Context: an optimization exercise on an open-source flow, tuned for small area. The choices shown serve that exercise and are no tape-out recipe. Where RTL was checked, it was by simulation tests only, not by an equivalence proof against the original. No driver is modelled on the clock port, so clocking that relies on it looks cheaper here than on a real chip. Power figures rest on the tool's default switching activity, not on a simulated workload.

== P ==
Design TOP_image_and_mouse, start of the top module:
module TOP_image_and_mouse(
    input clk, reset_p,
    input data,
    input data_clk,
    input RsRx,
    input [0:0] sw,
    output Hsync, Vsync,
    output [3:0] V2M_Red, V2M_Green, V2M_Blue,
    output fb_we,
    output [16:0] fb_waddr,
    output [11:0] fb_wdata,
    output [16:0] fb_raddr,
    input  [11:0] fb_rdata);
For scale: ~680 cells after synthesis, roughly 160 flip-flops, roughly 79 I/O pins.
clock: 10.0 ns
lec_check: 0
cap_margin: 0
core_margin: 2
core_utilization: 40
slew_margin: 0
standard.sh (not shown) runs the stock make flow with config.mk's settings and CLKGATE_MAP_FILE= SYNTH_SCRIPT=/design/flow/synth_recipe.tcl, a recipe that flattens the netlist after the stock synthesis.
==> flow/flow/run.sh <==
#!/bin/bash
# Own layout flow: the standard flow (the standard synthesis unchanged),
# with minimum-size port buffers, logic cells downsized before the placement
# repair, and a clock tree of clkbuf_4 (no dummy loads) in which only the
# buffers whose loads would see too slow a clock edge are made larger.
set -euo pipefail
here=$(pwd)
export BUFFER_PORTS_ARGS="-buffer_cell sky130_fd_sc_hd__buf_1"
export CTS_ARGS="-sink_clustering_enable -repair_clock_nets -buf_list sky130_fd_sc_hd__clkbuf_4 -dont_use_dummy_load"
export PRE_RESIZE_TCL="$here/flow/downsize.tcl"
export POST_CTS_TCL="$here/flow/clkfix.tcl"
export POST_FLOORPLAN_TCL="$here/flow/restructure.tcl"
bash standard.sh synth > "$here/synth.log" 2>&1
bash standard.sh > "$here/layout.log" 2>&1
Other scripts of this flow, unchanged in this note and not shown: flow/flow/clkfix.tcl, flow/flow/downsize.tcl, flow/flow/filter_lib.py, flow/flow/restructure.tcl
Looking at the reports, P completed the entire flow and the layout it produced met the timing, DRC and antenna checks.
The following lists how Q was set up differently from P:
--- a/flow/design.v
+++ b/flow/design.v
@@ -39,34 +39,34 @@
     wire [11:0] bs;
     genvar i;
     generate for (i = 0; i < 12; i = i + 1) begin : g_bl
         wire ci = (i % 4 == 0) ? 1'b0 : bc[i];
         assign bs[i] = last[i] ^ fb_rdata[i] ^ ci;
         assign bc[i+1] = (last[i] & fb_rdata[i]) | (last[i] & ci) | (fb_rdata[i] & ci);
     end endgenerate
     wire [11:0] blend = {bc[12], bs[11:9], bc[8], bs[7:5], bc[4], bs[3:1]};
     always @(posedge clk)
         if (tick) ntemp <= ~((sw[0] && !px0) ? blend : fb_rdata);
-    reg mc1;
+    reg mc1, mc2;
     always @(posedge clk or posedge reset_p)
-        if (reset_p) mc1 <= 1'b0;
-        else mc1 <= data_clk;
-    wire mpre = mc1 & ~data_clk;
+        if (reset_p) begin mc1 <= 1'b0; mc2 <= 1'b0; end
+        else begin mc1 <= data_clk; mc2 <= mc1; end
+    wire mnedge = mc2 & ~mc1;           
+    wire mpre   = mc1 & ~data_clk;      
     reg [5:0] mcnt;
     always @(posedge clk or posedge reset_p)
         if (reset_p) mcnt <= 6'd0;
         else if (mcnt == 6'd44) mcnt <= 6'd45;
-        else if (mcnt == 6'd45) mcnt <= mpre ? 6'd47 : 6'd46;
-        else if (mcnt[5:1] == 5'b10111) mcnt <= (mpre | mcnt[0]) ? 6'd49 : 6'd48;
-        else if (mcnt[5:1] == 5'b11000) mcnt <= {4'd0, mcnt[0] & mpre, mcnt[0] ^ mpre};
-        else if (mpre) mcnt <= mcnt + 6'd1;
-    wire f2 = (mcnt[5:1] == 5'b11000);
+        else if (mcnt == 6'd45) mcnt <= mnedge ? 6'd47 : 6'd46;
+        else if (mcnt[5:1] == 5'b10111) mcnt <= (mnedge | mcnt[0]) ? 6'd1 : 6'd0;
+        else if (mnedge) mcnt <= mcnt + 6'd1;
+    wire f2 = (mcnt[5:1] == 5'b10111);
     reg [3:0] fl;         
     reg [7:0] mx, my;     
     wire cap_fl = mpre && (mcnt >= 6'd5)  && (mcnt <= 6'd8);
     wire cap_x  = mpre && (mcnt >= 6'd12) && (mcnt <= 6'd19);
     wire cap_y  = mpre && (mcnt >= 6'd23) && (mcnt <= 6'd30);
     wire jx0 = (mcnt == 6'd12), jx7 = (mcnt == 6'd19);
     wire jy0 = (mcnt == 6'd23), jy7 = (mcnt == 6'd30);
     wire bx = fl[2] ? (jx0 ? 1'b0 : jx7 ? fl[0] : ~fl[0]) : ~data;
     wire by = fl[3] ? (jy0 ? 1'b1 : jy7 ? ~fl[1] : fl[1]) : data;
     always @(posedge clk) begin
## What came out
[compare] base=P new=Q: global-route usage over all layers dropped 0.33 points, total power consumption of the routed design went up 2.2%.
Looking at Q and P, the combinational power is a wash.
From P to Q the numbers moved as follows: vias after detailed routing higher; number of library cell types mapped by synthesis grew by 4; smallest hold slack did not really move; final critical-path required period has increased.
The area growth from synthesis to layout in Q was lower than what P gave.
Via count of the first global-routing pass in Q is about 0.5% above P.
Sort Q and P by share of total power in combinational logic desc -> top: P
Leading cell type in the layout, fill and taps excluded: sky130_fd_sc_hd__clkinv_1 -> Q, sky130_fd_sc_hd__nor2_1 -> P
On placed instance area, Q and P are basically level.
Summary of the comparison: cell depth of the worst flop-to-flop path is higher in Q, relative to P.
No functional check of the RTL was part of P.


## rev 12
The RTL this note starts from:
==> flow/design.v <==
`timescale 1ns / 1ps
module TOP_image_and_mouse(
    input clk, reset_p,
    input data,
    input data_clk,
    input RsRx,
    input [0:0] sw,
    output Hsync, Vsync,
    output [3:0] V2M_Red, V2M_Green, V2M_Blue,
    output fb_we,
    output [16:0] fb_waddr,
    output [11:0] fb_wdata,
    output [16:0] fb_raddr,
    input  [11:0] fb_rdata);
    reg [1:0] pc;
    reg [9:0] hc, vc;
    wire tick = (pc == 2'd3);
    always @(posedge clk or posedge reset_p)
        if (reset_p) {hc, pc} <= {10'd800, 2'd2};
        else if (tick && hc == 10'd802) {hc, pc} <= {10'd2, 2'd0};
        else {hc, pc} <= {hc, pc} + 12'd1;
    wire vtick = (pc == 2'd1) && (hc == 10'd658);
    always @(posedge clk or posedge reset_p)
        if (reset_p) vc <= 10'd523;
        else if (vtick) vc <= (vc == 10'd524) ? 10'd0 : vc + 10'd1;
    wire h_on = (hc < 10'd642);
    wire v_on = (vc < 10'd480);
    wire disp = h_on && v_on;
    assign Hsync = !((hc >= 10'd658) && (hc <= 10'd753));
    assign Vsync = !((vc == 10'd491) || (vc == 10'd492));
    assign fb_raddr = {(v_on ? vc[8:1] : 8'd0), (h_on ? hc[9:1] : 9'd1)};
    wire px0 = h_on & hc[0];
    reg [11:0] last;
    reg [11:0] temp;      
    always @(posedge clk or posedge reset_p)
        if (reset_p) last <= 12'd0;
        else if (tick && sw[0] && px0) last <= fb_rdata;
    wire [12:0] bc;
    wire [11:0] bs;
    genvar i;
    generate for (i = 0; i < 12; i = i + 1) begin : g_bl
        wire ci = (i % 4 == 0) ? 1'b0 : bc[i];
        assign bs[i] = last[i] ^ fb_rdata[i] ^ ci;
        assign bc[i+1] = (last[i] & fb_rdata[i]) | (last[i] & ci) | (fb_rdata[i] & ci);
    end endgenerate
    wire [11:0] blend = {bc[12], bs[11:9], bc[8], bs[7:5], bc[4], bs[3:1]};
    always @(posedge clk)
        if (tick) temp <= (sw[0] && !px0) ? blend : fb_rdata;
    reg mc1, mc2;
    always @(posedge clk or posedge reset_p)
        if (reset_p) begin mc1 <= 1'b0; mc2 <= 1'b0; end
        else begin mc1 <= data_clk; mc2 <= mc1; end
    wire mnedge = mc2 & ~mc1;           
    wire mpre   = mc1 & ~data_clk;      
    reg [5:0] mcnt;
    reg f1, f2;
    always @(posedge clk or posedge reset_p)
        if (reset_p) begin mcnt <= 6'd0; f1 <= 1'b0; f2 <= 1'b0; end
        else begin
            if (mcnt == 6'd44) mcnt <= 6'd0;
            else if (mnedge) mcnt <= mcnt + 6'd1;
            f1 <= (mcnt == 6'd44);
            f2 <= f1;
        end
    reg [3:0] fl;         
    reg [7:0] mx, my;     
    wire cap_fl = mpre && (mcnt >= 6'd5)  && (mcnt <= 6'd8);
    wire cap_x  = mpre && (mcnt >= 6'd12) && (mcnt <= 6'd19);
    wire cap_y  = mpre && (mcnt >= 6'd23) && (mcnt <= 6'd30);
    wire jx0 = (mcnt == 6'd12), jx7 = (mcnt == 6'd19);
    wire jy0 = (mcnt == 6'd23), jy7 = (mcnt == 6'd30);
    wire bx = fl[2] ? (jx0 ? 1'b0 : jx7 ? fl[0] : ~fl[0]) : ~data;
    wire by = fl[3] ? (jy0 ? 1'b1 : jy7 ? ~fl[1] : fl[1]) : data;
    always @(posedge clk) begin
        if (cap_fl) fl <= {data, fl[3:1]};
        if (cap_x)  mx <= {bx, mx[7:1]};
        if (cap_y)  my <= {by, my[7:1]};
    end
    reg [12:0] ncx;
    reg [11:0] ncy;
    wire [7:0] gx = mx | {8{~f2}}, gy = my & {8{f2}};
    wire [13:0] xa = {1'b1, ncx}, xb = {{6{gx[7]}}, gx};
    wire [13:0] ya = {2'b11, ncy}, yb = {{6{gy[7]}}, gy};
    wire [14:0] xc, yc;
    wire [13:0] nx, ny;
    assign xc[0] = 1'b1;
    assign yc[0] = 1'b0;
    generate for (i = 0; i < 14; i = i + 1) begin : g_mv
        assign nx[i] = xa[i] ^ xb[i] ^ xc[i];
        assign xc[i+1] = (xa[i] & xb[i]) | (xa[i] & xc[i]) | (xb[i] & xc[i]);
        assign ny[i] = ya[i] ^ yb[i] ^ yc[i];
        assign yc[i+1] = (ya[i] & yb[i]) | (ya[i] & yc[i]) | (yb[i] & yc[i]);
    end endgenerate
    always @(posedge clk or posedge reset_p)
        if (reset_p) begin ncx <= 13'h1fff; ncy <= 12'hfff; end
        else begin
            if (!nx[13]) ncx <= 13'h1fff;
            else if (!nx[12] & (!nx[11] | !nx[10])) ncx <= {~10'd639, nx[2:0]};
            else ncx <= nx[12:0];
            if (!ny[13]) ncy <= 12'hfff;
            else if (ny[11:8] == 4'd0) ncy <= {~9'd479, ny[2:0]};
            else ncy <= ny[11:0];
        end
    wire [9:0] nvx = ncx[12:3];           
    wire [9:0] nvy = {1'b1, ncy[11:3]};   
    wire [10:0] dxc, dyc;
    wire [9:0] dx, dy;
    assign dxc[0] = 1'b0;
    assign dyc[0] = 1'b1;
    generate for (i = 0; i < 10; i = i + 1) begin : g_cur
        assign dx[i] = hc[i] ^ nvx[i] ^ dxc[i];
        assign dxc[i+1] = (hc[i] & nvx[i]) | (hc[i] & dxc[i]) | (nvx[i] & dxc[i]);
        assign dy[i] = vc[i] ^ nvy[i] ^ dyc[i];
        assign dyc[i+1] = (vc[i] & nvy[i]) | (vc[i] & dyc[i]) | (nvy[i] & dyc[i]);
    end endgenerate
    wire cur = (dx[9:3] == 7'd0) && (dx[2:0] != 3'd0) &&
               (dy[9:3] == 7'd0) && (dy[2:0] != 3'd7);
    reg [11:0] rgb;
    always @(posedge clk or posedge reset_p)
        if (reset_p) rgb <= 12'd0;
        else if (!disp) rgb <= 12'd0;
        else rgb <= cur ? 12'hf00 : temp;
    assign {V2M_Red, V2M_Green, V2M_Blue} = rgb;
    reg rxd;
    wire upre = rxd & ~RsRx;    
    reg run;
    reg [3:0] ph;
    reg [9:0] baud;
    reg [1:0] bcnt;
    wire bwrap = (baud == 10'b0110011001);        
    wire bmid  = (baud == 10'b1000000101);        
    wire [9:0] bnext = {baud[8:0], ~(baud[9] ^ baud[6])};
    always @(posedge clk or posedge reset_p)
        if (reset_p) begin
            rxd <= 1'b0; run <= 1'b0; ph <= 4'd15; baud <= 10'd0; bcnt <= 2'd0;
        end
        else begin
            rxd <= RsRx;
            if (ph == 4'd8) begin
                baud <= 10'b0000000001;
                ph <= 4'd9;
                run <= upre;
                bcnt <= bcnt + 2'd1;
            end
            else if (!ph[3]) begin
                if (bwrap) begin baud <= 10'b0000000011; ph <= ph + 4'd1; end
                else baud <= bnext;
            end
            else begin
                if (ph != 4'd15) ph <= ph + 4'd1;
                if (run) begin
                    if (bwrap) begin baud <= 10'b0000000011; ph <= 4'd0; end
                    else baud <= bnext;
                end
                else if (upre) run <= 1'b1;
            end
        end
    reg [7:0] b0;         
    reg [6:0] b1;         
    reg [5:0] b2;         
    reg [7:0] b3;         
    reg big;              
    wire smp = !ph[3] && bmid;
    always @(posedge clk) begin
        if (smp && bcnt == 2'd0) b0 <= {RsRx, b0[7:1]};
        if (smp && bcnt == 2'd1 && ph != 4'd1) b1 <= {RsRx, b1[6:1]};
        if (smp && bcnt == 2'd2 && ph[2:1] != 2'b01) b2 <= {RsRx, b2[5:1]};
        if (smp && bcnt == 2'd3) b3 <= {RsRx, b3[7:1]};
        if (smp && bcnt == 2'd1 && ph == 4'd1) big <= RsRx;
        if (smp && bcnt == 2'd2 && ph[2:1] == 2'b01) big <= big | RsRx;
    end
    wire x_ok = !(b1[0] && (b0[7] || b0[6]));
    wire y_ok = !(&{b2[1:0], b1[6:5]});
    assign fb_we    = (ph == 4'd14) && (bcnt == 2'd0) && !big && x_ok && y_ok;
    assign fb_waddr = {b2[1:0], b1[6:1], b1[0], b0};
    assign fb_wdata = {b3, b2[5:2]};
endmodule
clock: 10.0 ns
lec_check: 0
cap_margin: 20
core_margin: 2
core_utilization: 40
slew_margin: 20
==> flow/flow/run.sh <==
#!/bin/bash
# Own layout flow: the standard flow (the standard synthesis unchanged),
# with minimum-size port buffers, logic cells downsized before the placement
# repair, and a clock tree of clkbuf_4 (no dummy loads) in which only the
# buffers whose loads would see too slow a clock edge are made larger.
set -euo pipefail
here=$(pwd)
export BUFFER_PORTS_ARGS="-buffer_cell sky130_fd_sc_hd__buf_1"
export CTS_ARGS="-sink_clustering_enable -repair_clock_nets -buf_list sky130_fd_sc_hd__clkbuf_4 -dont_use_dummy_load"
export PRE_RESIZE_TCL="$here/flow/downsize.tcl"
export POST_CTS_TCL="$here/flow/clkfix.tcl"
bash standard.sh synth > "$here/synth.log" 2>&1
bash standard.sh > "$here/layout.log" 2>&1
Other scripts of this flow, unchanged in this note and not shown: flow/flow/clkfix.tcl, flow/flow/downsize.tcl
Modified inputs, rev 13 compared to rev 12
-- flow/design.v --
<<< rev 12, line 156
            end
        end
    reg [7:0] b0;         
    reg [6:0] b1;         
    reg [5:0] b2;         
    reg [7:0] b3;         
    reg big;              
    wire smp = !ph[3] && bmid;
    always @(posedge clk) begin
        if (smp && bcnt == 2'd0) b0 <= {RsRx, b0[7:1]};
        if (smp && bcnt == 2'd1 && ph != 4'd1) b1 <= {RsRx, b1[6:1]};
        if (smp && bcnt == 2'd2 && ph[2:1] != 2'b01) b2 <= {RsRx, b2[5:1]};
        if (smp && bcnt == 2'd3) b3 <= {RsRx, b3[7:1]};
        if (smp && bcnt == 2'd1 && ph == 4'd1) big <= RsRx;
        if (smp && bcnt == 2'd2 && ph[2:1] == 2'b01) big <= big | RsRx;
    end
    wire x_ok = !(b1[0] && (b0[7] || b0[6]));
    wire y_ok = !(&{b2[1:0], b1[6:5]});
    assign fb_we    = (ph == 4'd14) && (bcnt == 2'd0) && !big && x_ok && y_ok;
    assign fb_waddr = {b2[1:0], b1[6:1], b1[0], b0};
    assign fb_wdata = {b3, b2[5:2]};
endmodule
>>> rev 13, line 156
            end
        end
    reg [31:0] sh;        
    always @(posedge clk)
        if (!ph[3] && bmid) sh <= {RsRx, sh[31:1]};
    wire x_ok = !sh[9] && !(sh[8] && (sh[7] || sh[6]));
    wire y_ok = !sh[19] && !sh[18] && !(&sh[17:14]);
    assign fb_we    = (ph == 4'd14) && (bcnt == 2'd0) && x_ok && y_ok;
    assign fb_waddr = {sh[17:10], sh[8:0]};
    assign fb_wdata = sh[31:20];
endmodule
--- outcome ---
- From rev 12 to rev 13 the numbers moved as follows: count of cell types in the netlist saw a decrease, proportion of power drawn by flip-flops and latches decreased by 0.5 points relative to the old numbers, post-route non-filler standard cell count closely matched the old numbers.
- [rev 13] sequential share of the synthesized area fell 0.34 points relative to rev 12
- Post-layout worst setup margin (rev 13 over rev 12): decrease, 21 ps
- Cell internal power dissipation for rev 13: about 3% up relative to rev 12
- Compared rev 12 against rev 13; number of instances in the placed design within noise.
- Diff rev 12 -> rev 13: wire length now smaller; wire length of the first global-routing pass saw a decrease.
The RTL of rev 12 was laid out without a check of its function.

[afterwards: timing with drivers on the ports]
How much do the figures lean on ideal ports? The routed layouts below were timed once more, with nothing changed but the port constraints.
Step 1: set_driving_cell puts a clkbuf_16 on clk and a buf_2 on each other input, an assumption about the parent block.
Step 2 also shifts input and output timing later by t, the mid clock arrival at the registers, as if the neighbouring blocks saw the same clock.
a / b / c = ideal ports / drivers / drivers and shift; a / b = the first two.
run | shift t [ns] | setup WS [ns] | hold WS [ns] | slew at the worst register clock pin (ns)
P | 0.579 | 3.075 / 3.075 / 3.075 | 0.398 / 0.398 / 0.398 | 0.10 / 0.10
Q | 0.583 | 1.909 / 1.909 / 1.909 | 0.400 / 0.400 / 0.400 | 0.10 / 0.10
rev 12 | 0.395 | 3.561 / 3.561 / 3.561 | 0.356 / 0.356 / 0.356 | 0.11 / 0.11
rev 13 | 0.402 | 3.540 / 3.540 / 3.540 | 0.343 / 0.343 / 0.343 | 0.10 / 0.10
After both steps every run listed still meets setup and hold.
